Background: an optimization exercise with open tools, aiming at small area, a short achievable clock period and few clock cycles. Do not read the settings as production practice. In this exercise RTL edits were held to simulation tests only and were not proved equivalent to the original. No activity file was given, so power comes from the tool's default toggle rates.

==> flow/design.v (excerpt) <==
module mips_core
( input  wire        clk,
  input  wire        rst_n,
  output wire [31:0] imem_addr,
  input  wire [31:0] imem_rdata,
  output wire [31:0] dmem_addr,
  output wire [31:0] dmem_wdata,
  output wire        dmem_we,
  input  wire [31:0] dmem_rdata
);
reg  [31:2] pc;
reg  [31:0] ir;
reg         ir_v;
reg  [31:0] sel_a, sel_b;    
assign imem_addr = {pc, 2'b00};
wire [5:0] f_op = imem_rdata[31:26];
wire [5:0] f_fn = imem_rdata[5:0];
wire f_rtype = (f_op == 6'b000000);
wire f_addi  = (f_op == 6'b001000);
wire f_lw    = (f_op == 6'b100011);
wire f_sw    = (f_op == 6'b101011);
wire f_beq   = (f_op == 6'b000100);
wire f_jump  = (f_op == 6'b000010);
wire [31:0] f_sel_a = 32'b1 << imem_rdata[25:21];
wire [31:0] f_sel_b = 32'b1 << imem_rdata[20:16];
reg e_rtype, e_lw, e_sw, e_beq, e_wr, e_mul, e_sub, use_rs, use_rt;
reg [1:0] e_sel;             
wire [4:0] rs = ir[25:21];
wire [4:0] rt = ir[20:16];
wire [4:0] rd = ir[15:11];
wire [4:0] e_wa = e_rtype ? rd : rt;
reg         m_wr;       
reg         m_st;       
reg         m_ld;
reg         m_mul1;     
reg         m_mul2;     
reg  [4:0]  m_wa;
reg  [31:0] m_res;      
reg  [31:0] m_x;        
reg  [31:0] o_addr;     
reg  [31:0] o_wdata;    
wire [31:0] rf_a, rf_b;
wire        m_late = m_ld | m_mul2;
wire        eq_a   = (m_wa == rs);
wire        eq_b   = (m_wa == rt);
wire        hit_a  = m_wr & eq_a;
wire        hit_b  = m_wr & eq_b;
wire        dep    = (use_rs & eq_a) | (use_rt & eq_b);
wire        stall  = ir_v & ((m_mul1 & (e_wr | dep)) | (m_late & m_wr & dep));
wire [31:0] a = hit_a ? m_res : rf_a;
wire [31:0] b = hit_b ? m_res : rf_b;
wire [31:0] sx = {{16{ir[15]}}, ir[15:0]};
wire [31:0] alu_b = e_rtype ? b : sx;
wire [31:0] alu_y;
ALU alu (.a(a), .b(alu_b), .sub(e_sub), .sel(e_sel), .y(alu_y));
wire go       = ir_v & ~stall;
wire br_taken = go & e_beq & (a == b);
wire [31:2] br_target = pc + sx[29:0];    
wire [31:0] mul_s, mul_c;
  ...
Size: about 8200 cells after synthesis, roughly 1300 flip-flops, about 160 I/O pins, about 76000 um^2 of cells after synthesis.
Settings: LEC_CHECK=0, ABC_AREA=1, ABC_CLOCK_PERIOD_IN_PS=2500, CAP_MARGIN=20, CORE_MARGIN=2, CORE_UTILIZATION=55, PLACE_DENSITY=0.7, SLEW_MARGIN=20; clock period 22.0 ns.
standard.sh (not shown) runs the stock make flow with config.mk's settings and CLKGATE_MAP_FILE= SYNTH_SCRIPT=/design/flow/synth_recipe.tcl, a recipe that flattens the netlist after the stock synthesis.
==> flow/flow/run.sh <==
#!/bin/bash
# The standard layout, with ORFS's repair_timing asked to keep a larger
# setup margin than the 22 ns clock needs, so that it works on the period the
# design achieves. The constraints and the clock period are the standard flow's own.
set -euo pipefail
bash standard.sh SETUP_SLACK_MARGIN=16.2 finish > standard_flow.log 2>&1
The starting point went through all stages and came out clean.
Testbench counts at the start, summed over its fixed seeds: cycles 16,365.
==> next run, changes <==
Settings changed: CTS_CLUSTER_DIAMETER set to 80, CTS_CLUSTER_SIZE set to 20.
The new run completed without violations.
Power came out lower by 9.6%.
Area after synthesis does not change.
Routed wire length came out lower by 0.65%.
Count of clock-buffer cells in the layout came out lower by 83.
Synthesized cell count does not change.
Design area came out lower by 2.7%.
==> next run, changes <==
--- a/flow/flow/run.sh
+++ b/flow/flow/run.sh
@@ -6 +6 @@
-bash standard.sh SETUP_SLACK_MARGIN=16.2 finish > standard_flow.log 2>&1
+bash standard.sh SETUP_SLACK_MARGIN=16.35 finish > standard_flow.log 2>&1
What happened:
- hold slack improved by 0.029 ns
- die area does not change
- sequential power stays flat
- maximum frequency rose by a few percent
- design area rises slightly
- utilization goes up by 0.27 points
- total power is higher by a few percent

========
run 1:
Another version of the RTL of mips_core (not shown whole).
Size in the first run: ~8200 cells after synthesis, ~160 I/O pins, roughly 74000 sq um of cells after synthesis.
clock: 22.0 ns
lec_check: 0
abc_area: 1
abc_clock_period_in_ps: 2500
cap_margin: 20
core_margin: 2
core_utilization: 55
cts_cluster_diameter: 80
cts_cluster_size: 20
place_density: 0.7
slew_margin: 20
==> flow/flow/run.sh <==
#!/bin/bash
# The standard layout, with ORFS's repair_timing asked to keep a larger
# setup margin than the 22 ns clock needs, so that it works on the period the
# design achieves. The constraints and the clock period are the standard flow's own.
set -euo pipefail
bash standard.sh SETUP_SLACK_MARGIN=16.6 finish > standard_flow.log 2>&1
Testbench counts of run 1, summed over its fixed seeds: cycles 16,365.
Input-level comparison between run 2 and run 1:
==> flow/flow/run.sh <==
#!/bin/bash
# The standard layout, with ORFS's repair_timing asked to keep a larger
# setup margin than the 22 ns clock needs, so that it works on the period the
# design achieves. The constraints and the clock period are the standard flow's own.
set -euo pipefail
bash standard.sh SETUP_SLACK_MARGIN=16.3 finish > standard_flow.log 2>&1
==> run summary <==
- Run 2: full flow OK, the timing, DRC and antenna checks passed
- Run 2 -> run 1: power flat
- Run 2 vs run 1: amount of wire on met3 after detailed routing down by a few percent
- For run 2, the capture point of the worst path was imem_addr[21], unlike run 1, where it was imem_addr[25].
- For latest clock arrival within the worst-skew pair, run 1 and run 2 come out practically identical.
Here is what was changed in the inputs of run 3 compared with run 2.
==> flow/flow/run.sh <==
#!/bin/bash
# The standard layout, with ORFS's repair_timing asked to keep a larger
# setup margin than the 22 ns clock needs, so that it works on the period the
# design achieves. The constraints and the clock period are the standard flow's own.
set -euo pipefail
bash standard.sh SETUP_SLACK_MARGIN=16.45 finish > standard_flow.log 2>&1
Results
Post-placement cell area of run 2 is on par with run 3.
Delta(net switching power of the design, run 3 - run 2) < 0
Compared run 2 against run 3; total power within noise.
Met3 layer usage reported by global route delta (run 2 -> run 3): insignificant

[re-timing with driven ports]
No port has a modelled driver above. Below, the same layouts with a new extraction and two added sets of constraints. Step 1 (the two cells are an assumption about what drives the block):
set clk [get_ports {clk}]
set_driving_cell -lib_cell sky130_fd_sc_hd__clkbuf_16 $clk
set_driving_cell -lib_cell sky130_fd_sc_hd__buf_2 [delete_from_list [all_inputs] $clk]
Step 2 also shifts input and output timing later by t, the mid clock arrival at the registers, as if the neighbouring blocks saw the same clock. a / b / c = ideal / step 1 / step 2; a / b = the first two.
run	shift t [ns]	setup slack, ns	clock arrival spread, ns
the first run of note 1	0.908	16.193 / 16.104 / 15.442	0.058 / 0.059
the second run of note 1	0.846	16.012 / 16.012 / 15.455	0.071 / 0.072
the third run of note 1	0.840	16.250 / 16.167 / 15.544	0.063 / 0.063
run 1	0.849	16.262 / 16.173 / 15.791	0.093 / 0.093
run 2	0.846	16.265 / 16.177 / 15.497	0.076 / 0.075
run 3	0.811	16.275 / 16.192 / 15.636	0.082 / 0.083
After both steps every run listed still meets setup and hold. The setup slack of run 2, which loses most, moves by -0.088 ns with the drivers and by -0.768 ns with both steps.
